Background: an optimization exercise with open tools, aiming at small area. Do not read the settings as production practice.
In this exercise RTL edits were held to simulation tests only and were not proved equivalent to the original.
Power is estimated from default activity; no workload was simulated.

===== flow/flow/run.sh =====
#!/bin/bash
# Own layout flow: the standard ORFS flow (standard.sh, unchanged
# synthesis, floorplan, power grid and routing) with two changes:
#  - the clock tree is built without dummy balancing loads,
#  - port buffers use buf_1,

# make's full output goes to flow_make.log; each ORFS step writes its own
# log under orfs/logs/.
set -euo pipefail
bash standard.sh \
  "CTS_ARGS=-sink_clustering_enable -sink_clustering_size 24 -sink_clustering_max_diameter 60 -repair_clock_nets -dont_use_dummy_load -buf_list {sky130_fd_sc_hd__clkbuf_16}" \
  "BUFFER_PORTS_ARGS=-buffer_cell sky130_fd_sc_hd__buf_1" \
  finish > flow_make.log 2>&1

===== flow/standard.sh =====
#!/bin/bash
# synth_recipe.tcl (not shown) runs the flow's synth.tcl, then flattens the netlist and writes it again
# the make line also repeats each setting of config.mk as NAME=value (left out here)
make -C /OpenROAD-flow-scripts/flow DESIGN_CONFIG=/design/flow/config.mk WORK_HOME=/design/flow/orfs CLKGATE_MAP_FILE= SYNTH_SCRIPT=/design/flow/synth_recipe.tcl "${@:-finish}"

===== flow/config.mk =====
export PLATFORM = sky130hd
export DESIGN_NAME = CPU
export DESIGN_NICKNAME = CPU
export VERILOG_FILES = /design/flow/design.v
export SDC_FILE = /design/flow/constraint.sdc
export NUM_CORES = 4
export LEC_CHECK = 0
export CAP_MARGIN = 5
export CORE_MARGIN = 2
export CORE_UTILIZATION = 50
export CTS_BUF_LIST = sky130_fd_sc_hd__clkbuf_16
export CTS_CLUSTER_DIAMETER = 60
export CTS_CLUSTER_SIZE = 24
export PLACE_DENSITY = 0.65
export SLEW_MARGIN = 5
export SYNTH_HIERARCHICAL = 1

===== flow/constraint.sdc =====
create_clock -name core_clock -period 18.0 [get_ports {clk}]
set_input_delay 3.6000 -clock core_clock [delete_from_list [all_inputs] [get_ports {clk}]]
set_output_delay 3.6000 -clock core_clock [all_outputs]
set_load 0.01 [all_outputs]

===== flow/design.v =====
module CPU (
    input wire clk,
    input wire reset,
    output wire [31:0] mem_addr,
    output wire [31:0] mem_wdata,
    output wire        mem_we,
    input  wire [31:0] mem_rdata
);
    reg [31:0] PC, MDR, RAA, A, B, ALUOut, HI, LO, EPC;
    reg [5:0]  IR_op;
    reg [9:0]  IR_rsrt;
    reg [15:0] IR_imm;
    wire [31:0] IR = {IR_op, IR_rsrt, IR_imm};
    wire [5:0]  opcode = IR[31:26];
    wire [5:0]  funct  = IR[5:0];
    wire [4:0]  rs     = IR[25:21];
    wire [4:0]  rt     = IR[20:16];
    wire [4:0]  rd     = IR[15:11];
    wire [15:0] imm    = IR[15:0];
    wire [31:0] sext   = {{16{imm[15]}}, imm};
    localparam [4:0]
        S_B    = 5'd0,  S_LS   = 5'd1,  S_LD   = 5'd2,  S_LX   = 5'd3,
        S_SW   = 5'd4,  S_SBH  = 5'd5,  S_ARI  = 5'd6,  S_ADDI = 5'd7,
        S_SLTI = 5'd8,  S_SLT  = 5'd9,  S_J    = 5'd10, S_JAL  = 5'd11,
        S_MULT = 5'd12, S_MF   = 5'd13, S_JR   = 5'd14, S_SHF  = 5'd15,
        S_S2R  = 5'd16, S_BR   = 5'd17, S_ADDM = 5'd18, S_SLLM = 5'd19,
        S_LUI  = 5'd20, S_EXC  = 5'd21;
    reg [4:0] st, st_n;
    reg [4:0] cnt, cnt_n;
    reg PC_W, Mem_W, MDR_W, RAA_W, IR_W, RB_W, EPC_W, HILO_W, AOW, PWC;
    reg [1:0] IorD, EC, RegDST, CB, SrcA;
    reg [2:0] SrcB, PCSrc, MemToReg;
    reg       AluSub, AluAnd, DivOuMult, WMS;
    reg PC_W_n, Mem_W_n, MDR_W_n, RAA_W_n, IR_W_n, RB_W_n, EPC_W_n, HILO_W_n, AOW_n, PWC_n;
    reg [1:0] IorD_n, EC_n, RegDST_n, CB_n, SrcA_n;
    reg [2:0] SrcB_n, PCSrc_n, MemToReg_n;
    reg       AluSub_n, AluAnd_n, DivOuMult_n, WMS_n;
    wire ovf;
    wire op_ls = (opcode == 6'd32) | (opcode == 6'd33) | (opcode == 6'd35) |
                 (opcode == 6'd40) | (opcode == 6'd41) | (opcode == 6'd43);
    always @(*) begin
        st_n = st;
        cnt_n = cnt;
        PC_W_n = 1'b0; Mem_W_n = 1'b0; MDR_W_n = 1'b0; RAA_W_n = 1'b0;
        IR_W_n = 1'b0; RB_W_n = 1'b0; EPC_W_n = 1'b0; HILO_W_n = 1'b0;
        AOW_n = 1'b0; PWC_n = 1'b0;
        IorD_n = IorD;
        EC_n = EC;
        DivOuMult_n = DivOuMult;
        RegDST_n = 2'd0;
        MemToReg_n = 3'd6;
        CB_n = CB;
        PCSrc_n = 3'd2;
        WMS_n = 1'b1;
        SrcA_n = SrcA;
        SrcB_n = SrcB;
        AluSub_n = AluSub;
        AluAnd_n = AluAnd;
        if (reset) begin
            RB_W_n = 1'b1;
            MemToReg_n = 3'd4;
            RegDST_n = 2'd2;
            IorD_n = 2'd0;
            EC_n = 2'd0;
            st_n = S_B;
            cnt_n = 5'd0;
        end else if (st == S_EXC || (ovf && (st == S_ARI || st == S_ADDI))) begin
            if (st != S_EXC) begin
                cnt_n = 5'd0;
                EC_n = 2'd1;
            end
            if (cnt_n == 5'd3) begin
                cnt_n = 5'd0;
                st_n = S_B;
            end else begin
                MDR_W_n = 1'b1;
                EPC_W_n = 1'b1;
                IorD_n = 2'd2;
                cnt_n = cnt_n + 5'd1;
                st_n = S_EXC;
            end
        end else begin
            case (st)
            S_B: begin
                AOW_n = 1'b1;
                IorD_n = 2'd0;
                SrcA_n = 2'd0;
                AluSub_n = 1'b0;
                AluAnd_n = 1'b0;
                if (cnt != 5'd3) begin
                    PC_W_n = 1'b1;
                    MDR_W_n = 1'b1;
                    IR_W_n = 1'b1;
                    SrcB_n = 3'd1;
                    PCSrc_n = 3'd2;
                    cnt_n = cnt + 5'd1;
                end else begin
                    SrcB_n = 3'd4;
                    cnt_n = 5'd0;
                    case (opcode)
                    6'd0: begin
                        case (funct)
                        6'd32, 6'd36, 6'd34: st_n = S_ARI;
                        6'd26: begin st_n = S_EXC; EC_n = 2'd2; end
                        6'd24: st_n = S_MULT;
                        6'd8:  begin st_n = S_JR; PCSrc_n = 3'd1; end
                        6'd19: begin st_n = S_JR; PCSrc_n = 3'd3; end
                        6'd16: begin st_n = S_MF; DivOuMult_n = 1'b1; end
                        6'd18: begin st_n = S_MF; DivOuMult_n = 1'b0; end
                        6'd0, 6'd4, 6'd3, 6'd7, 6'd2: st_n = S_SHF;
                        6'd42: st_n = S_SLT;
                        6'd5:  st_n = S_ADDM;
                        default: st_n = S_B;
                        endcase
                    end
                    6'd8, 6'd9: st_n = S_ADDI;
                    6'd4: begin st_n = S_BR; CB_n = 2'd0; end
                    6'd5: begin st_n = S_BR; CB_n = 2'd1; end
                    6'd6: begin st_n = S_BR; CB_n = 2'd3; end
                    6'd7: begin st_n = S_BR; CB_n = 2'd2; end
                    6'd1: st_n = S_SLLM;
                    6'd32, 6'd33, 6'd35, 6'd40, 6'd41, 6'd43: st_n = S_LS;
                    6'd15: st_n = S_LUI;
                    6'd10: st_n = S_SLTI;
                    6'd2: st_n = S_J;
                    6'd3: st_n = S_JAL;
                    default: begin st_n = S_EXC; EC_n = 2'd0; end
                    endcase
                end
            end
            S_LS: begin
                AOW_n = 1'b1;
                SrcA_n = 2'd1;
                SrcB_n = 3'd2;
                AluSub_n = 1'b0;
                AluAnd_n = 1'b0;
                cnt_n = 5'd0;
                if (opcode == 6'd43)
                    st_n = S_SW;
                else if (op_ls)
                    st_n = S_LD;
            end
            S_LD: begin
                IorD_n = 2'd1;
                if (cnt != 5'd3) begin
                    MDR_W_n = 1'b1;
                    cnt_n = cnt + 5'd1;
                end else begin
                    cnt_n = 5'd0;
                    if (opcode == 6'd32 || opcode == 6'd33 || opcode == 6'd35)
                        st_n = S_LX;
                    else if (opcode == 6'd40 || opcode == 6'd41)
                        st_n = S_SBH;
                end
            end
            S_LX: begin
                RB_W_n = 1'b1;
                RegDST_n = 2'd3;
                MemToReg_n = (opcode == 6'd35) ? 3'd5 : 3'd7;
                cnt_n = 5'd0;
                st_n = S_B;
            end
            S_SW: begin
                Mem_W_n = 1'b1;
                IorD_n = 2'd1;
                WMS_n = 1'b1;
                if (cnt == 5'd0) begin
                    cnt_n = 5'd1;
                end else begin
                    cnt_n = 5'd0;
                    st_n = S_B;
                end
            end
            S_SBH: begin
                Mem_W_n = 1'b1;
                IorD_n = 2'd1;
                WMS_n = 1'b0;
                cnt_n = 5'd1;
                st_n = S_B;
            end
            S_ARI: begin
                if (cnt == 5'd0) begin
                    AOW_n = 1'b1;
                    SrcA_n = 2'd2;
                    SrcB_n = 3'd0;
                    if (funct == 6'd36) begin
                        AluSub_n = 1'b1; AluAnd_n = 1'b1;
                    end else if (funct == 6'd34) begin
                        AluSub_n = 1'b1; AluAnd_n = 1'b0;
                    end else begin
                        AluSub_n = 1'b0; AluAnd_n = 1'b0;
                    end
                    cnt_n = 5'd1;
                end else begin
                    RB_W_n = 1'b1;
                    RegDST_n = 2'd3;
                    MemToReg_n = 3'd6;
                    cnt_n = 5'd0;
                    st_n = S_B;
                end
            end
            S_ADDI: begin
                if (cnt == 5'd0) begin
                    AOW_n = 1'b1;
                    SrcA_n = 2'd2;
                    SrcB_n = 3'd2;
                    AluSub_n = 1'b0;
                    AluAnd_n = 1'b0;
                    cnt_n = 5'd1;
                end else begin
                    RB_W_n = 1'b1;
                    RegDST_n = 2'd0;
                    MemToReg_n = 3'd6;
                    cnt_n = 5'd0;
                    st_n = S_B;
                end
            end
            S_SLTI, S_SLT: begin
                SrcA_n = 2'd2;
                SrcB_n = (st == S_SLTI) ? 3'd2 : 3'd0;
                AluSub_n = 1'b1;
                AluAnd_n = 1'b0;
                if (cnt == 5'd0) begin
                    cnt_n = 5'd1;
                end else begin
                    RB_W_n = 1'b1;
                    RegDST_n = (st == S_SLTI) ? 2'd0 : 2'd3;
                    MemToReg_n = 3'd1;
                    cnt_n = 5'd0;
                    st_n = S_B;
                end
            end
            S_J: begin
                PC_W_n = 1'b1;
                PCSrc_n = 3'd0;
                cnt_n = 5'd0;
                st_n = S_B;
            end
            S_JAL: begin
                RB_W_n = 1'b1;
                RegDST_n = 2'd1;
                MemToReg_n = 3'd0;
                cnt_n = 5'd0;
                st_n = S_J;
            end
            S_MULT: begin
                if (cnt != 5'd31) begin
                    cnt_n = cnt + 5'd1;
                end else begin
                    HILO_W_n = 1'b1;
                    cnt_n = 5'd0;
                    st_n = S_B;
                end
            end
            S_MF: begin
                RB_W_n = 1'b1;
                RegDST_n = 2'd0;
                MemToReg_n = 3'd3;
                cnt_n = 5'd0;
                st_n = S_B;
            end
            S_JR: begin
                PC_W_n = 1'b1;
                PCSrc_n = PCSrc;
                cnt_n = 5'd0;
                st_n = S_B;
            end
            S_SHF: begin
                cnt_n = 5'd0;
                st_n = S_S2R;
            end
            S_S2R: begin
                RB_W_n = 1'b1;
                RegDST_n = 2'd3;
                MemToReg_n = 3'd2;
                cnt_n = 5'd0;
                st_n = S_B;
            end
            S_BR: begin
                PWC_n = 1'b1;
                SrcA_n = 2'd2;
                SrcB_n = 3'd0;
                AluSub_n = 1'b1;
                AluAnd_n = 1'b0;
                PCSrc_n = 3'd4;
                cnt_n = 5'd0;
                st_n = S_B;
            end
            S_ADDM: begin
                if (cnt <= 5'd2) begin
                    RAA_W_n = 1'b1;
                    cnt_n = cnt + 5'd1;
                end else if (cnt <= 5'd5) begin
                    MDR_W_n = 1'b1;
                    AOW_n = 1'b1;
                    SrcA_n = 2'd1;
                    SrcB_n = 3'd3;
                    AluSub_n = 1'b0;
                    AluAnd_n = 1'b0;
                    cnt_n = cnt + 5'd1;
                end else begin
                    RB_W_n = 1'b1;
                    RegDST_n = 2'd3;
                    MemToReg_n = 3'd6;
                    cnt_n = 5'd0;
                    st_n = S_B;
                end
            end
            S_SLLM: begin
                if (cnt == 5'd0) begin
                    AOW_n = 1'b1;
                    SrcA_n = 2'd2;
                    SrcB_n = 3'd2;
                    AluSub_n = 1'b0;
                    AluAnd_n = 1'b0;
                    cnt_n = 5'd1;
                end else if (cnt <= 5'd3) begin
                    MDR_W_n = 1'b1;
                    IorD_n = 2'd1;
                    cnt_n = cnt + 5'd1;
                end else if (cnt == 5'd4) begin
                    cnt_n = 5'd5;
                end else begin
                    RB_W_n = 1'b1;
                    RegDST_n = 2'd0;
                    MemToReg_n = 3'd2;
                    cnt_n = 5'd0;
                    st_n = S_B;
                end
            end
            S_LUI: begin
                if (cnt == 5'd0) begin
                    cnt_n = 5'd1;
                end else begin
                    RB_W_n = 1'b1;
                    RegDST_n = 2'd0;
                    MemToReg_n = 3'd2;
                    cnt_n = 5'd0;
                    st_n = S_B;
                end
            end
            default: begin
                st_n = S_B;
                cnt_n = 5'd0;
            end
            endcase
        end
    end
    always @(posedge clk) begin
        st <= st_n; cnt <= cnt_n;
        PC_W <= PC_W_n; Mem_W <= Mem_W_n; MDR_W <= MDR_W_n; RAA_W <= RAA_W_n;
        IR_W <= IR_W_n; RB_W <= RB_W_n; EPC_W <= EPC_W_n; HILO_W <= HILO_W_n;
        AOW <= AOW_n; PWC <= PWC_n;
        IorD <= IorD_n; EC <= EC_n; RegDST <= RegDST_n; CB <= CB_n;
        SrcA <= SrcA_n; SrcB <= SrcB_n; PCSrc <= PCSrc_n; MemToReg <= MemToReg_n;
        AluSub <= AluSub_n; AluAnd <= AluAnd_n; DivOuMult <= DivOuMult_n; WMS <= WMS_n;
    end
    reg  [1023:0] rf;
    reg  [31:0]   rf_v;
    reg  [4:0]    wa;
    reg  [31:0]   wd;
    always @(*) begin
        case (RegDST)
            2'd0: wa = rd;
            2'd1: wa = 5'd31;
            2'd2: wa = 5'd29;
            default: wa = rt;
        endcase
    end
    genvar g;
    generate
        for (g = 0; g < 32; g = g + 1) begin : g_rf
            wire we_g = RB_W && (wa == g);
            always @(posedge clk) begin
                if (we_g)
                    rf[g*32 +: 32] <= wd;
            end
            always @(posedge clk or posedge reset) begin
                if (reset)
                    rf_v[g] <= 1'b0;
                else if (we_g)
                    rf_v[g] <= 1'b1;
            end
        end
    endgenerate
    wire [31:0] sel1, sel2, rd1, rd2;
    rf_dec   u_dec1 (.idx(rs), .v(rf_v), .sel(sel1));
    rf_dec   u_dec2 (.idx(rt), .v(rf_v), .sel(sel2));
    rf_andor u_rd1  (.rf(rf), .sel(sel1), .q(rd1));
    rf_andor u_rd2  (.rf(rf), .sel(sel2), .q(rd2));
    wire [31:0] srcA = SrcA[1] ? A : (SrcA[0] ? (RAA & {32{RAA_v}}) : PC);
    reg  [31:0] srcB;
    always @(*) begin
        case (SrcB)
            3'd0: srcB = B;
            3'd1: srcB = 32'd4;
            3'd2: srcB = sext;
            3'd3: srcB = MDR;
            default: srcB = {sext[29:0], 2'b00};
        endcase
    end
    wire [31:0] alu;
    wire Igual, Maior, Menor;
    alu32 u_alu (.a(srcA), .b(srcB), .sub(AluSub), .and_op(AluAnd), .y(alu),
                 .ovf(ovf), .igual(Igual), .maior(Maior), .menor(Menor));
    reg [31:0] mA, mQ;
    reg        mQm1;
    reg [6:0]  mCnt;
    reg        mInit, mChg;
    reg [31:0] HIh, LOh;
    wire        restart = mInit | mChg;
    wire [31:0] a2, q2;
    wire        q0b;
    wire [6:0]  c1;
    booth_step u_booth (.restart(restart), .mA(mA), .mQ(mQ), .mQm1(mQm1), .mCnt(mCnt),
                        .M(A), .Q(B), .a2(a2), .q2(q2), .q0b(q0b), .c1(c1));
    reg        HIh_v;
    wire       m_cap = ~reset & (c1 == 7'd0);
    always @(posedge clk) begin
        mA   <= a2;
        mQ   <= q2;
        mQm1 <= q0b;
        mCnt <= c1;
        mChg <= (rd1 != A) | (rd2 != B);
        mInit <= reset;
        HIh_v <= ~reset & (HIh_v | m_cap);
        if (m_cap) begin
            HIh <= a2;
            LOh <= q2;
        end
    end
    wire cond = CB[1] ? (CB[0] ? ~Maior : Maior) : (CB[0] ? ~Igual : Igual);
    wire [31:0] ldbh = IR[26] ? {16'd0, MDR[15:0]} : {24'd0, MDR[7:0]};
    reg  [31:0] pc_in;
    always @(*) begin
        case (PCSrc)
            3'd0: pc_in = {PC[31:28], imm, rt, rs, 2'b00};
            3'd1: pc_in = A;
            3'd2: pc_in = alu;
            3'd3: pc_in = EPC & {32{EPC_v}};
            default: pc_in = ALUOut;
        endcase
    end
    wire pc_ld = PC_W | (PWC & cond);
    always @(*) begin
        case (MemToReg)
            3'd0: wd = PC;
            3'd1: wd = {31'd0, Menor};
            3'd2: wd = 32'd0;
            3'd3: wd = (DivOuMult ? LO : HI) & {32{HILO_v}};
            3'd4: wd = 32'd227;
            3'd5: wd = MDR;
            3'd6: wd = ALUOut;
            default: wd = ldbh;
        endcase
    end
    always @(posedge clk) begin
        if (MDR_W) MDR <= mem_rdata;
        if (AOW) ALUOut <= alu;
        A <= rd1;
        B <= rd2;
        if (RAA_W) RAA <= mem_rdata;
        if (IR_W) begin
            IR_op  <= mem_rdata[31:26];
            IR_imm <= mem_rdata[15:0];
        end
        if (HILO_W) begin HI <= HIh; LO <= LOh; end
        if (EPC_W) EPC <= PC;
    end
    reg RAA_v, HILO_v, EPC_v;
    always @(posedge clk or posedge reset) begin
        if (reset) begin
            PC <= 32'd0;
            IR_rsrt <= 10'd0;
            RAA_v <= 1'b0; HILO_v <= 1'b0; EPC_v <= 1'b0;
        end else begin
            if (pc_ld) PC <= pc_in;
            if (IR_W) IR_rsrt <= mem_rdata[25:16];
            if (RAA_W) RAA_v <= 1'b1;
            if (HILO_W) HILO_v <= HIh_v;
            if (EPC_W) EPC_v <= 1'b1;
        end
    end
    wire [31:0] routine = EC[1] ? 32'd255 : (EC[0] ? 32'd254 : 32'd253);
    assign mem_addr  = IorD[1] ? routine : (IorD[0] ? ALUOut : PC);
    assign mem_wdata = WMS ? B : (IR[26] ? {MDR[31:16], B[15:0]} : {MDR[31:8], B[7:0]});
    assign mem_we    = Mem_W;
endmodule
module rf_dec (
    input  wire [4:0]  idx,
    input  wire [31:0] v,
    output wire [31:0] sel
);
    genvar g;
    generate
        for (g = 0; g < 32; g = g + 1) begin : g_sel
            assign sel[g] = v[g] & (idx == g);
        end
    endgenerate
endmodule
module rf_andor (
    input  wire [1023:0] rf,
    input  wire [31:0]   sel,
    output wire [31:0]   q
);
    genvar b, j;
    generate
        for (b = 0; b < 32; b = b + 1) begin : g_bit
            wire [31:0] col;
            for (j = 0; j < 32; j = j + 1) begin : g_col
                assign col[j] = rf[j*32 + b];
            end
            rf_bit u_bit (.d(col), .sel(sel), .y(q[b]));
        end
    endgenerate
endmodule
module rf_bit (
    input  wire [31:0] d,
    input  wire [31:0] sel,
    output wire        y
);
    wire [10:0] n;
    genvar k;
    generate
        for (k = 0; k < 10; k = k + 1) begin : g_grp
            aoi222 u_grp (.a0(d[3*k]), .b0(sel[3*k]), .a1(d[3*k+1]), .b1(sel[3*k+1]),
                          .a2(d[3*k+2]), .b2(sel[3*k+2]), .y(n[k]));
        end
    endgenerate
    assign n[10] = ~((d[30] & sel[30]) | (d[31] & sel[31]));
    assign y = ~&n;
endmodule
module aoi222 (
    input  wire a0, b0, a1, b1, a2, b2,
    output wire y
);
    assign y = ~((a0 & b0) | (a1 & b1) | (a2 & b2));
endmodule
module alu32 (
    input  wire [31:0] a,
    input  wire [31:0] b,
    input  wire        sub,
    input  wire        and_op,
    output wire [31:0] y,
    output wire        ovf,
    output wire        igual,
    output wire        maior,
    output wire        menor
);
    wire [31:0] nb = sub ? ~b : b;
    wire [31:0] soma;
    wire [32:0] c;
    ripple_add #(32) u_add (.a(a), .b(nb), .cin(sub), .s(soma), .c(c));
    assign ovf   = c[32] ^ c[31];
    assign y     = and_op ? (a & b) : soma;
    assign igual = (soma == 32'd0) & ~ovf;
    assign maior = ((~soma[31] & ~ovf) | (ovf & ~a[31])) & ~igual;
    assign menor = (soma[31] & ~ovf) | (ovf & a[31]);
endmodule
module booth_step (
    input  wire        restart,
    input  wire [31:0] mA,
    input  wire [31:0] mQ,
    input  wire        mQm1,
    input  wire [6:0]  mCnt,
    input  wire [31:0] M,
    input  wire [31:0] Q,
    output wire [31:0] a2,
    output wire [31:0] q2,
    output wire        q0b,
    output wire [6:0]  c1
);
    wire [31:0] a0  = restart ? 32'd0 : mA;
    wire [31:0] q0  = restart ? Q : mQ;
    wire        qm0 = restart ? 1'b0 : mQm1;
    wire [6:0]  c0  = restart ? 7'd32 : mCnt;
    wire        en  = q0[0] ^ qm0;
    wire        sb  = q0[0];
    wire [31:0] ad  = {32{en}} & (M ^ {32{sb}});
    wire [31:0] a1;
    wire [32:0] ac;
    ripple_add #(32) u_add (.a(a0), .b(ad), .cin(en & sb), .s(a1), .c(ac));
    assign a2  = {a1[31], a1[31:1]};
    assign q2  = {a1[0], q0[31:1]};
    assign q0b = q0[0];
    assign c1  = c0 - 7'd1;
endmodule
module ripple_add #(parameter W = 32) (
    input  wire [W-1:0] a,
    input  wire [W-1:0] b,
    input  wire         cin,
    output wire [W-1:0] s,
    output wire [W:0]   c
);
    assign c[0] = cin;
    genvar k;
    generate
        for (k = 0; k < W; k = k + 1) begin : g_bit
            assign s[k]   = a[k] ^ b[k] ^ c[k];
            assign c[k+1] = (a[k] & b[k]) | (c[k] & (a[k] | b[k]));
        end
    endgenerate
endmodule

==> impl_metrics.csv, run 1 <==
group,metric,value,unit
critical_path,crit_path_end,"PC[31]$_DFFE_PP0P_",
clock_network,cts_made_buffers,119,
floorplan,placementRows,133,
critical_path,cp.required,18640,ps
sta,post-route-period-util,95.0,%
cells_and_area,final_common_cell,"edfxtp_1",
clock_network,clock-sinks,1561,
yosys,syn-num-nets,4556,
detailed_routing,first_iter_violations,12000,
sta,hold_viol,0,
yosys,syn-cell-area,66400,sq um
cells_and_area,max_flop_register,"rf",
clock_network,clk_pin_slew,80,ps
sta,finalCriticalPeriod,17100,ps
sta,setup-tns-final,0,ps
critical_path,worstSetupStartpoint,"SrcB[1]$_DFFE_PP_",
critical_path,critPathMostFrequentCell,"fa_1",
placed_design,io_buffers,98,
cells_and_area,nets,4772,
placed_design,gp_congestion,0.976,
power,internal_power,0.00701,W
sta,skew,106,ps
critical_path,cp-start-kind,"flop",
floorplan,design.portCount,99,
detailed_routing,ant_nets,0,
power,p_leak,24.6,nW
critical_path,crit_type,"reg -> reg",
detailed_routing,drt-total-wl,252000,microns
grt,first_global_vias,44600,
sta,rsz0062_at_grt,"false",
min_path,min_path_cells,0,
job,drv_cap,0,
power,power_frac_comb,35.5,%
sta,setup_viol,0,
clock_network,hold_buffers,0,
detailed_routing,firstDrtPassIters,14,
detailed_routing,drcViolationCount,0,
cells_and_area,nFillCells,10600,
grt,gr-total-overflow,0,
cells_and_area,drive_above_1_share,11.6,%
yosys,syn_inst,4447,
critical_path,worstReg2RegEnd,"PC[31]$_DFFE_PP0P_",
clock_network,cts_tree,"done",
power,netSwitchingFraction,38.5,%
floorplan,fp.dieW,368,microns
critical_path,critPathMaxFanout,16,
sta,relSlewSlack,25.1,%
critical_path,cpMaxStageDelayCell,"and2_1",
clock_network,htreeDepth,3,
yosys,avgSynthCellArea,14.9,sq um
yosys,synth_warnings,7,
clock_network,cts_resized,0,
grt,antenna_found_initial,15,
sta,tightest_slew,1120,ps
power,ir_worst_vdd,0.000101,V
grt,grt.total_usage,36.2,%
min_path,min_path_type,"reg -> reg",
clock_network,insertion_delay,820,ps
detailed_routing,routed_via_density,7.50,
outcome,status,"no timing/DRC/antenna violations",
floorplan,die_area,136000,sq um
floorplan,coreArea,132000,sq um
clock_network,post_cts_buffers,0,
critical_path,endpoint_kind,"flop",
floorplan,start_util,50.4,%
cells_and_area,area_growth,9.63,%
critical_path,rr_worst_depth,44,
detailed_routing,vias,48100,
power,switchingPower,0.00439,W
floorplan,die_h,368,microns
sta,max_freq,58.5,MHz
critical_path,slowest_delay,620,ps
placed_design,dp_hpwl,156000,microns
critical_path,r2r_start,"SrcB[1]$_DFFE_PP_",
cells_and_area,most-common-layout-cells,"1312 x edfxtp_1, 643 x a222oi_1, 213 x nand2_1",
power,p_seq_share,44.0,%
detailed_routing,routedWlPerCell,39.2,microns
cells_and_area,largest_register_ffs,1024,
clock_network,cts-root-buf,"clkbuf_16",
grt,grt_pass1_wl,345000,microns
clock_network,cts_max_path_buffers,3,
power,p_clk_share,20.6,%
critical_path,arrival,17740,ps
power,finalPower,0.0114,W
sta,slew_viol_final,0,
grt,grt_max_degree,67,
critical_path,r2r_setup_slack,900,ps
power,power_density,157,nW/um^2
[layer usage]
layer | part of all wire [%] | routed length, microns | vias up | GRT usage, %
li1 | - | - | 19400 | -
met1 | 35 | 88300 | 24000 | 48.1
met2 | 44 | 110000 | 4130 | 53.6
met3 | 14 | 34900 | 626 | 9.05
met4 | 7.4 | 18600 | 10 | 22.3
met5 | 0.023 | 57 | - | 0.249
[stage by stage]
| step | setup WS (ps) | utilization [%] | cells | hold slack, ps | instance area (sq um) |
|---|---|---|---|---|---|
| detailed placement | 1240 | 53.0 | 6297 | 405 | 69800 |
| floorplan | 1960 | - | 4447 | 400 | 66400 |
| CTS | 1190 | 55.3 | 6416 | 411 | 72700 |
| global route | 611 | 55.3 | 6417 | 413 | 72700 |
| global placement | 1300 | 53.0 | 6297 | 401 | 69800 |
| finish | 899 | 55.3 | 6421 | 409 | 72800 |
[area by class of cell]
type / count / area, sq um / share of cell area [%]
antenna: 5 / 12.5 / 0.0172
clock buffer: 119 / 2980 / 4.09
inverter: 64 / 241 / 0.332
multi-input combinational: 2651 / 20900 / 28.8
sequential: 1561 / 44800 / 61.5
tap: 1755 / 2200 / 3.02
timing repair buffer: 266 / 1630 / 2.24
[power groups by stage]
| stage | registers [W] | clock network (W) | logic [W] |
|---|---|---|---|
| floorplan | 0.00484 | 0 | 0.00226 |
| global placement | 0.00505 | 0 | 0.00384 |
| detailed placement | 0.00506 | 0 | 0.00386 |
| CTS | 0.00498 | 0.00235 | 0.00387 |
| global route | 0.00503 | 0.00248 | 0.00415 |
| finish | 0.00501 | 0.00234 | 0.00404 |
[worst max-delay path: cells and delay by family, from the launching register on]
kind / cells / cell delay, ps
fa+ha+maj: 32 / 13110
simple gates: 4 / 1430
xor+xnor: 3 / 930
compound gates: 3 / 680
mux: 2 / 500
flops: 1 / 330
[how the worst min path moves through the flow]
stage | slack (ps) | startpoint | endpoint
6_report | 410 | LOh[7]$_DFFE_PP_ | LO[7]$_DFFE_PP_
5_1_grt | 410 | LOh[7]$_DFFE_PP_ | LO[7]$_DFFE_PP_
4_1_cts | 410 | LOh[7]$_DFFE_PP_ | LO[7]$_DFFE_PP_
3_5_place_dp | 410 | HIh[8]$_DFFE_PP_ | HI[8]$_DFFE_PP_
3_3_place_gp | 400 | LOh[29]$_DFFE_PP_ | LO[29]$_DFFE_PP_
2_1_floorplan | 400 | HIh[0]$_DFFE_PP_ | HI[0]$_DFFE_PP_
==> run 2, diff against run 1 <==
==> flow/flow/run.sh (replaced) <==
#!/bin/bash
# Own layout flow: the standard ORFS flow (standard.sh, unchanged
# synthesis, floorplan, power grid and routing) with two changes:
#  - the clock tree is built without dummy balancing loads,
#  - port buffers use buf_1.
# make's full output goes to flow_make.log; each ORFS step writes its own
# log under orfs/logs/.
set -euo pipefail
bash standard.sh \
  "CTS_ARGS=-sink_clustering_enable -sink_clustering_size 12 -sink_clustering_max_diameter 50 -repair_clock_nets -dont_use_dummy_load -buf_list {sky130_fd_sc_hd__clkbuf_8}" \
  "BUFFER_PORTS_ARGS=-buffer_cell sky130_fd_sc_hd__buf_1" \
  finish > flow_make.log 2>&1
--- a/flow/config.mk
+++ b/flow/config.mk
@@ -10,5 +10,5 @@
 export CORE_UTILIZATION = 50
-export CTS_BUF_LIST = sky130_fd_sc_hd__clkbuf_16
-export CTS_CLUSTER_DIAMETER = 60
-export CTS_CLUSTER_SIZE = 24
+export CTS_BUF_LIST = sky130_fd_sc_hd__clkbuf_8
+export CTS_CLUSTER_DIAMETER = 50
+export CTS_CLUSTER_SIZE = 12
 export PLACE_DENSITY = 0.65
==> impl_metrics.csv, run 2 <==
group,metric,value,unit
critical_path,critPathMostFrequentCell,"fa_1",
detailed_routing,first_iter_violations,11400,
placed_design,io_buffers,98,
grt,first_global_vias,45200,
cells_and_area,most-common-layout-cells,"1312 x edfxtp_1, 643 x a222oi_1, 213 x nand2_1",
critical_path,cp-start-kind,"flop",
outcome,status,"no timing/DRC/antenna violations",
clock_network,htreeDepth,4,
floorplan,die_area,136000,sq um
power,switchingPower,0.00437,W
detailed_routing,ant_nets,0,
detailed_routing,drt-total-wl,252000,microns
cells_and_area,area_growth,8.66,%
floorplan,coreArea,132000,sq um
grt,grt_max_degree,67,
cells_and_area,nFillCells,10700,
critical_path,critPathMaxFanout,16,
detailed_routing,vias,48500,
sta,rsz0062_at_grt,"false",
critical_path,arrival,17830,ps
grt,grt_pass1_wl,346000,microns
detailed_routing,routedWlPerCell,39.0,microns
critical_path,crit_type,"reg -> reg",
min_path,min_path_type,"reg -> reg",
critical_path,cp.required,18830,ps
clock_network,clock-sinks,1561,
clock_network,cts_resized,0,
sta,slew_viol_final,0,
grt,grt.total_usage,36.3,%
yosys,syn-num-nets,4556,
cells_and_area,final_common_cell,"edfxtp_1",
detailed_routing,drcViolationCount,0,
grt,antenna_found_initial,14,
power,ir_worst_vdd,0.0000758,V
placed_design,dp_hpwl,156000,microns
detailed_routing,routed_via_density,7.48,
critical_path,cpLargestDelayFamily,"adder cells",
critical_path,endpoint_kind,"flop",
sta,setup-tns-final,0,ps
job,drv_cap,0,
power,internal_power,0.00669,W
floorplan,start_util,50.4,%
clock_network,hold_buffers,0,
sta,post-route-period-util,94.5,%
placed_design,place_area,69800,sq um
power,p_seq_share,45.3,%
clock_network,insertion_delay,970,ps
cells_and_area,max_flop_register,"rf",
clock_network,post_cts_buffers,0,
sta,tightest_slew,1110,ps
power,power_frac_comb,36.5,%
sta,finalCriticalPeriod,17010,ps
sta,hold_viol,0,
yosys,avgSynthCellArea,14.9,sq um
cells_and_area,drive_above_1_share,12.5,%
placed_design,gp_congestion,0.976,
yosys,synth_warnings,7,
cells_and_area,fin_util,54.8,%
cells_and_area,largest_register_ffs,1024,
clock_network,cts-root-buf,"clkbuf_8",
cells_and_area,nets,4822,
detailed_routing,firstDrtPassIters,12,
yosys,syn-cell-area,66400,sq um
cells_and_area,finalInstanceArea,72100,sq um
critical_path,path_buf_inv,0,
clock_network,cts_max_path_buffers,3,
clock_network,clk_pin_slew,80,ps
sta,max_freq,58.8,MHz
power,netSwitchingFraction,39.5,%
sta,setup_viol,0,
yosys,syn_inst,4447,
power,power_density,153,nW/um^2
critical_path,cpMaxStageDelayCell,"and2_1",
sta,skew,123,ps
grt,gr-total-overflow,0,
floorplan,fp.dieW,368,microns
power,p_leak,24.3,nW
floorplan,placementRows,133,
floorplan,die_h,368,microns
critical_path,slowest_delay,640,ps
clock_network,cts_tree,"done",
clock_network,cts_made_buffers,169,
sta,relSlewSlack,25.7,%
power,p_clk_share,18.2,%
floorplan,design.portCount,99,
run 2: path summary, 6_finish.rpt:
kind                                   start                   end  slack [ps]  cells past startpoint
max                        SrcB[0]$_DFFE_PP_    PC[31]$_DFFE_PP0P_         990                     44
min                         HIh[0]$_DFFE_PP_       HI[0]$_DFFE_PP_         400                      0
max reg2reg                SrcB[0]$_DFFE_PP_    PC[31]$_DFFE_PP0P_         990                     44
min reg2reg                 HIh[0]$_DFFE_PP_       HI[0]$_DFFE_PP_         400                      0
max in group asynchronous              reset  rf_v[31]$_DFFE_PP0P_       13680                      4
min in group asynchronous              reset    PC[10]$_DFFE_PP0N_        3060                      3
run 2: metal layers:
metal	global-route usage (%)	wire length (microns)	vias to the layer above
li1	-	-	19400
met4	23.0	18500	12
met2	53.8	110000	4228
met5	0	158	-
met3	9.50	34200	675
met1	47.8	89300	24100
run 2: final cells by class:
cell class | instances | area [sq um] | share of cell area (%)
diodes | 10 | 25.0 | 0.0347
clock buffers | 169 | 2330 | 3.23
inverters | 64 | 241 | 0.335
multi-input cells | 2651 | 20900 | 29.0
flip-flops and latches | 1561 | 44800 | 62.1
well taps | 1755 | 2200 | 3.04
repair buffers | 266 | 1630 | 2.26
run 2: stage by stage:
step                      total power (W)  std cells  hold WS (ps)  setup WS (ps)
after floorplan                   0.00710       4447           400           1960
after global placement            0.00889       6297           401           1300
after detailed placement          0.00892       6297           405           1240
after CTS                          0.0109       6466           389           1200
after global routing               0.0113       6471           399            625
final                              0.0111       6476           399            994
run 2: power groups by stage:
| stage | clock network, W | registers [W] | logic [W] |
|---|---|---|---|
| after CTS | 0.00202 | 0.00498 | 0.00387 |
| after floorplan | 0 | 0.00484 | 0.00226 |
| after global placement | 0 | 0.00505 | 0.00384 |
| final | 0.00202 | 0.00501 | 0.00403 |
| after global routing | 0.00215 | 0.00503 | 0.00415 |
| after detailed placement | 0 | 0.00506 | 0.00386 |
==> run 3, diff against run 2 <==
--- a/flow/design.v
+++ b/flow/design.v
@@ -521,3 +521,3 @@
 );
-    wire [10:0] n;
+    wire [9:0] n;
     genvar k;
@@ -529,4 +529,25 @@
     endgenerate
-    assign n[10] = ~((d[30] & sel[30]) | (d[31] & sel[31]));
-    assign y = ~&n;
+    wire [2:0] m;
+    nand4g    u_m0 (.a(n[0]), .b(n[1]), .c(n[2]), .d(n[3]), .y(m[0]));
+    nand4g    u_m1 (.a(n[4]), .b(n[5]), .c(n[6]), .d(n[7]), .y(m[1]));
+    nand2aoi  u_m2 (.a(n[8]), .b(n[9]), .c0(d[30]), .d0(sel[30]), .c1(d[31]), .d1(sel[31]), .y(m[2]));
+    or3g      u_or (.a(m[0]), .b(m[1]), .c(m[2]), .y(y));
+endmodule
+module nand4g (
+    input  wire a, b, c, d,
+    output wire y
+);
+    assign y = ~(a & b & c & d);
+endmodule
+module nand2aoi (
+    input  wire a, b, c0, d0, c1, d1,
+    output wire y
+);
+    assign y = ~(a & b) | (c0 & d0) | (c1 & d1);
+endmodule
+module or3g (
+    input  wire a, b, c,
+    output wire y
+);
+    assign y = a | b | c;
 endmodule
==> impl_metrics.csv, run 3 <==
group,metric,value,unit
outcome,status,"no timing/DRC/antenna violations",
clock_network,cts_max_path_buffers,3,
power,p_leak,24.2,nW
detailed_routing,routed_via_density,7.60,
placed_design,dp_hpwl,164000,microns
sta,slew_viol_final,0,
sta,setup-tns-final,0,ps
critical_path,arrival,17620,ps
cells_and_area,area_growth,8.77,%
min_path,min_path_cells,0,
detailed_routing,drcViolationCount,0,
cells_and_area,largest_register_ffs,1024,
cells_and_area,nets,4831,
critical_path,crit_type,"reg -> reg",
placed_design,io_buffers,98,
clock_network,htreeDepth,4,
critical_path,rr_worst_depth,47,
cells_and_area,drive_above_1_share,11.1,%
placed_design,gp_congestion,0.973,
floorplan,start_util,50.3,%
yosys,synth_warnings,7,
grt,grt_pass1_wl,350000,microns
clock_network,post_cts_buffers,0,
critical_path,worst-path-stages,47,
min_path,min_path_type,"reg -> reg",
critical_path,worstReg2RegEnd,"PC[11]$_DFFE_PP0N_",
sta,tightest_slew,1200,ps
clock_network,hold_buffers,0,
grt,grt.total_usage,36.6,%
sta,finalCriticalPeriod,16890,ps
detailed_routing,vias,49200,
critical_path,cp-start-kind,"flop",
job,drv_cap,0,
clock_network,clock-sinks,1561,
critical_path,critPathMaxFanout,32,
grt,first_global_vias,46000,
clock_network,cts_resized,0,
critical_path,cpMaxStageDelayCell,"a21oi_4",
clock_network,cts_made_buffers,167,
yosys,syn-num-nets,4556,
grt,grt_max_degree,66,
grt,gr-total-overflow,0,
critical_path,r2r_start,"SrcB[1]$_DFFE_PP_",
sta,relSlewSlack,19.8,%
floorplan,die_h,367,microns
detailed_routing,routedWlPerCell,39.3,microns
critical_path,cp.required,18730,ps
detailed_routing,ant_nets,0,
sta,rsz0062_at_grt,"false",
grt,antenna_found_initial,26,
cells_and_area,most-common-layout-cells,"1312 x edfxtp_1, 643 x a222oi_1, 193 x nor2_1",
cells_and_area,fin_util,54.7,%
sta,skew,112,ps
yosys,syn_inst,4447,
cells_and_area,max_flop_register,"rf",
floorplan,design.portCount,99,
floorplan,coreArea,131000,sq um
yosys,syn-cell-area,66000,sq um
critical_path,critPathMostFrequentCell,"fa_1",
floorplan,fp.dieW,367,microns
clock_network,cts_tree,"done",
floorplan,die_area,135000,sq um
detailed_routing,first_iter_violations,13200,
critical_path,endpoint_kind,"flop",
critical_path,r2r_setup_slack,1110,ps
sta,max_freq,59.2,MHz
clock_network,insertion_delay,940,ps
clock_network,clk_pin_slew,70,ps
min_path,holdPathEnd,"LO[13]$_DFFE_PP_",
detailed_routing,firstDrtPassIters,14,
clock_network,cts-root-buf,"clkbuf_8",
critical_path,slowest_delay,570,ps
floorplan,placementRows,133,
power,ir_worst_vdd,0.0000975,V
sta,hold_viol,0,
detailed_routing,drt-total-wl,255000,microns
power,power_density,152,nW/um^2
min_path,min_from,"LOh[13]$_DFFE_PP_",
critical_path,cpLargestDelayFamily,"adder cells",
sta,setup_viol,0,
critical_path,path_buf_inv,2,
yosys,avgSynthCellArea,14.9,sq um
cells_and_area,final_common_cell,"edfxtp_1",
sta,post-route-period-util,93.8,%
run 3: how the worst max path moves through the flow:
stage                            from            endpoint  slack [ps]
floorplan           SrcB[1]$_DFFE_PP_  PC[31]$_DFFE_PP0P_        1960
global placement    SrcB[1]$_DFFE_PP_   PC[9]$_DFFE_PP0N_        1450
detailed placement  SrcB[1]$_DFFE_PP_  PC[19]$_DFFE_PP0N_        1410
CTS                 SrcB[1]$_DFFE_PP_   PC[9]$_DFFE_PP0N_        1330
global route        SrcB[1]$_DFFE_PP_   PC[9]$_DFFE_PP0N_         680
finish              SrcB[1]$_DFFE_PP_  PC[11]$_DFFE_PP0N_        1110
run 3: layout make-up:
class                      count  area (sq um)
multi-input combinational   2651         20600
tap                         1755          2200
antenna                        6          15.0
sequential                  1561         44800
inverter                      64           243
fill                       10600         59500
timing repair buffer         277          1710
clock buffer                 167          2300
run 3: per-stage QoR:
stage | worst slack (ps) | cell area, sq um | total power [W] | hold slack (ps) | std cells
3_5_place_dp | 1410 | 69500 | 0.00872 | 405 | 6308
6_report | 1110 | 71800 | 0.0109 | 386 | 6481
3_3_place_gp | 1450 | 69500 | 0.00870 | 401 | 6308
4_1_cts | 1330 | 71800 | 0.0107 | 386 | 6475
2_1_floorplan | 1960 | 66000 | 0.00695 | 400 | 4447
5_1_grt | 677 | 71800 | 0.0111 | 385 | 6477
run 3: power by group:
group,switching (W),leakage [nW],internal (W),total (W)
Clock,0.00118,1.20,0.000821,0.00200
Sequential,0.000458,14.4,0.00456,0.00502
Combinational,0.00271,8.60,0.00116,0.00387
run 3: routing by layer:
layer  GRT usage, %  routed length [microns]
met1           48.4                    90100
met2           52.8                   109000
met4           20.1                    15900
met3           13.0                    39800
met5              0                       52
run 3: worst reg2reg max path, delay by kind of cell (launching register included):
family / cells / cell delay, ps
mux: 2 / 430
compound gates: 4 / 1030
fa+ha+maj: 32 / 13130
simple gates: 4 / 290
flops: 1 / 340
xor+xnor: 3 / 710
buf+inv: 2 / 790
==> run 4, diff against run 3 <==
--- a/flow/flow/run.sh
+++ b/flow/flow/run.sh
@@ -9,3 +9,3 @@
 bash standard.sh \
-  "CTS_ARGS=-sink_clustering_enable -sink_clustering_size 12 -sink_clustering_max_diameter 50 -repair_clock_nets -dont_use_dummy_load -buf_list {sky130_fd_sc_hd__clkbuf_8}" \
+  "CTS_ARGS=-sink_clustering_enable -sink_clustering_size 16 -sink_clustering_max_diameter 56 -repair_clock_nets -dont_use_dummy_load -buf_list {sky130_fd_sc_hd__clkbuf_8}" \
   "BUFFER_PORTS_ARGS=-buffer_cell sky130_fd_sc_hd__buf_1" \
--- a/flow/config.mk
+++ b/flow/config.mk
@@ -11,4 +11,4 @@
 export CTS_BUF_LIST = sky130_fd_sc_hd__clkbuf_8
-export CTS_CLUSTER_DIAMETER = 50
-export CTS_CLUSTER_SIZE = 12
+export CTS_CLUSTER_DIAMETER = 56
+export CTS_CLUSTER_SIZE = 16
 export PLACE_DENSITY = 0.65
==> impl_metrics.csv, run 4 <==
group,metric,value,unit
outcome,status,"no timing/DRC/antenna violations",
grt,first_global_vias,45800,
critical_path,crit_type,"reg -> reg",
grt,grt.total_usage,36.5,%
cells_and_area,fin_util,54.4,%
sta,setup-tns-final,0,ps
power,power_density,150,nW/um^2
sta,layout_setup_ws,1150,ps
grt,grt_pass1_wl,349000,microns
sta,relSlewSlack,19.9,%
critical_path,critPathMostFrequentCell,"fa_1",
yosys,syn_inst,4447,
detailed_routing,drcViolationCount,0,
detailed_routing,drt-total-wl,253000,microns
detailed_routing,ant_nets,0,
clock_network,cts_resized,0,
critical_path,cp-start-kind,"flop",
clock_network,htreeDepth,4,
critical_path,worstReg2RegEnd,"PC[9]$_DFFE_PP0N_",
floorplan,start_util,50.3,%
cells_and_area,max_flop_register,"rf",
clock_network,hold_buffers,0,
cells_and_area,nets,4800,
min_path,min_path_cells,0,
detailed_routing,routedWlPerCell,39.2,microns
floorplan,design.portCount,99,
grt,antenna_found_initial,31,
detailed_routing,first_iter_violations,12200,
cells_and_area,most-common-layout-cells,"1312 x edfxtp_1, 643 x a222oi_1, 193 x nor2_1",
floorplan,coreArea,131000,sq um
clock_network,cts-root-buf,"clkbuf_8",
grt,gr-total-overflow,0,
clock_network,cts_max_path_buffers,3,
detailed_routing,firstDrtPassIters,15,
sta,slew_viol_final,0,
placed_design,io_buffers,98,
clock_network,post_cts_buffers,0,
cells_and_area,drive_above_1_share,10.5,%
critical_path,cpMaxStageDelayCell,"a21oi_4",
critical_path,r2r_setup_slack,1150,ps
sta,hold_viol,0,
power,p_leak,23.9,nW
sta,hold_ws,395,ps
sta,skew,96.4,ps
sta,post-route-period-util,93.6,%
clock_network,clock-sinks,1561,
clock_network,clk_pin_slew,100,ps
clock_network,cts_tree,"done",
sta,max_freq,59.3,MHz
floorplan,placementRows,133,
critical_path,r2r_start,"SrcB[1]$_DFFE_PP_",
clock_network,cts_made_buffers,136,
min_path,holdPathEnd,"HI[18]$_DFFE_PP_",
cells_and_area,nFillCells,10600,
yosys,syn-num-nets,4556,
placed_design,dp_hpwl,164000,microns
sta,tightest_slew,1200,ps
yosys,avgSynthCellArea,14.9,sq um
placed_design,gp_congestion,0.973,
sta,finalCriticalPeriod,16850,ps
critical_path,critPathMaxFanout,32,
floorplan,die_h,367,microns
detailed_routing,vias,49000,
floorplan,fp.dieW,367,microns
grt,grt_max_degree,66,
cells_and_area,finalInstanceArea,71400,sq um
clock_network,insertion_delay,940,ps
job,drv_cap,0,
min_path,min_path_type,"reg -> reg",
sta,setup_viol,0,
critical_path,arrival,17570,ps
critical_path,endpoint_kind,"flop",
critical_path,rr_worst_depth,47,
yosys,syn-cell-area,66000,sq um
yosys,synth_warnings,7,
min_path,min_from,"HIh[18]$_DFFE_PP_",
floorplan,die_area,135000,sq um
cells_and_area,area_growth,8.17,%
detailed_routing,routed_via_density,7.58,
placed_design,place_area,69500,sq um
power,ir_worst_vdd,0.0000846,V
placed_design,place_ws,1410,ps
cells_and_area,final_common_cell,"edfxtp_1",
sta,rsz0062_at_grt,"false",
cells_and_area,largest_register_ffs,1024,
critical_path,slowest_delay,550,ps
critical_path,cp.required,18720,ps
-- run 4: per-layer routing --
metal / track usage [%] / part of all wire, % / wire length (microns)
met1: 48.2 / 35 / 89200
met2: 52.1 / 42 / 107000
met3: 13.1 / 16 / 39900
met4: 21.0 / 6.9 / 17600
met5: 0 / 0.039 / 100
-- run 4: how the worst max path moves through the flow --
| stage | from | end | slack [ps] | cells after the start |
|---|---|---|---|---|
| 6_report | SrcB[1]$_DFFE_PP_ | PC[9]$_DFFE_PP0N_ | 1150 | 47 |
| 5_1_grt | SrcB[1]$_DFFE_PP_ | PC[9]$_DFFE_PP0N_ | 660 | 47 |
| 4_1_cts | SrcB[1]$_DFFE_PP_ | PC[9]$_DFFE_PP0N_ | 1290 | 46 |
| 3_5_place_dp | SrcB[1]$_DFFE_PP_ | PC[19]$_DFFE_PP0N_ | 1410 | 47 |
| 3_3_place_gp | SrcB[1]$_DFFE_PP_ | PC[9]$_DFFE_PP0N_ | 1450 | 47 |
| 2_1_floorplan | SrcB[1]$_DFFE_PP_ | PC[31]$_DFFE_PP0P_ | 1960 | 49 |
-- run 4: power breakdown --
group          total, W  internal (W)  switching (W)
clock network   0.00182      0.000676        0.00114
registers       0.00502       0.00456       0.000457
logic           0.00386       0.00116        0.00270
total            0.0107       0.00639        0.00430
-- run 4: final cells by class --
type                       count  area, sq um  share of cell area (%)
clock buffer                 136         1870                    2.62
tap                         1755         2200                    3.07
sequential                  1561        44800                    62.7
timing repair buffer         277         1710                    2.40
antenna                       17         42.5                  0.0595
inverter                      64          243                   0.340
multi-input combinational   2651        20600                    28.8
-- run 4: stage by stage --
step           total power, W  std cells
5_1_grt                0.0109       6449
6_report               0.0107       6461
3_3_place_gp          0.00870       6308
4_1_cts                0.0105       6444
2_1_floorplan         0.00695       4447
3_5_place_dp          0.00872       6308
-- run 4: critical path, delay by kind of cell, from the launching register on --
| kind | cells | cell delay [ps] |
|---|---|---|
| buffers and inverters | 2 | 780 |
| xor gates and xnor gates | 3 | 700 |
| muxes | 2 | 410 |
| and+or+nand+nor | 4 | 300 |
| DFF | 1 | 350 |
| adders and majority gates | 32 | 13040 |
| AOI/OAI and AO/OA | 4 | 990 |

==> port drivers added, routing unchanged <==
Ports are ideal in the flow. The routed layouts listed here were re-timed in OpenROAD.
Step 1, drivers: a clkbuf_16 drives clk and a buf_2 each remaining input, both assumed.
Step 2 times the ports against the registers' clock, not the clock port: input delays grow and output delays shrink by t, the midpoint of the rising clock arrivals with the driver on.
Slacks: no drivers / after step 1 / after step 2; pairs: no drivers / after step 1.
| run | t, ns | setup WS [ns] | worst setup path after step 2 | worst data-port slew with drivers (ns) | cell pins on the clock port's net |
|---|---|---|---|---|---|
| run 1 | 0.844 | 0.899 / 0.899 / 0.899 | register to register | 0.07 | 1 |
| run 2 | 0.980 | 0.994 / 0.994 / 0.994 | register to register | 0.07 | 1 |
| run 3 | 0.966 | 1.109 / 1.109 / 1.109 | register to register | 0.04 | 1 |
| run 4 | 0.976 | 1.149 / 1.149 / 1.149 | register to register | 0.05 | 1 |
After both steps every run listed still meets setup and hold.
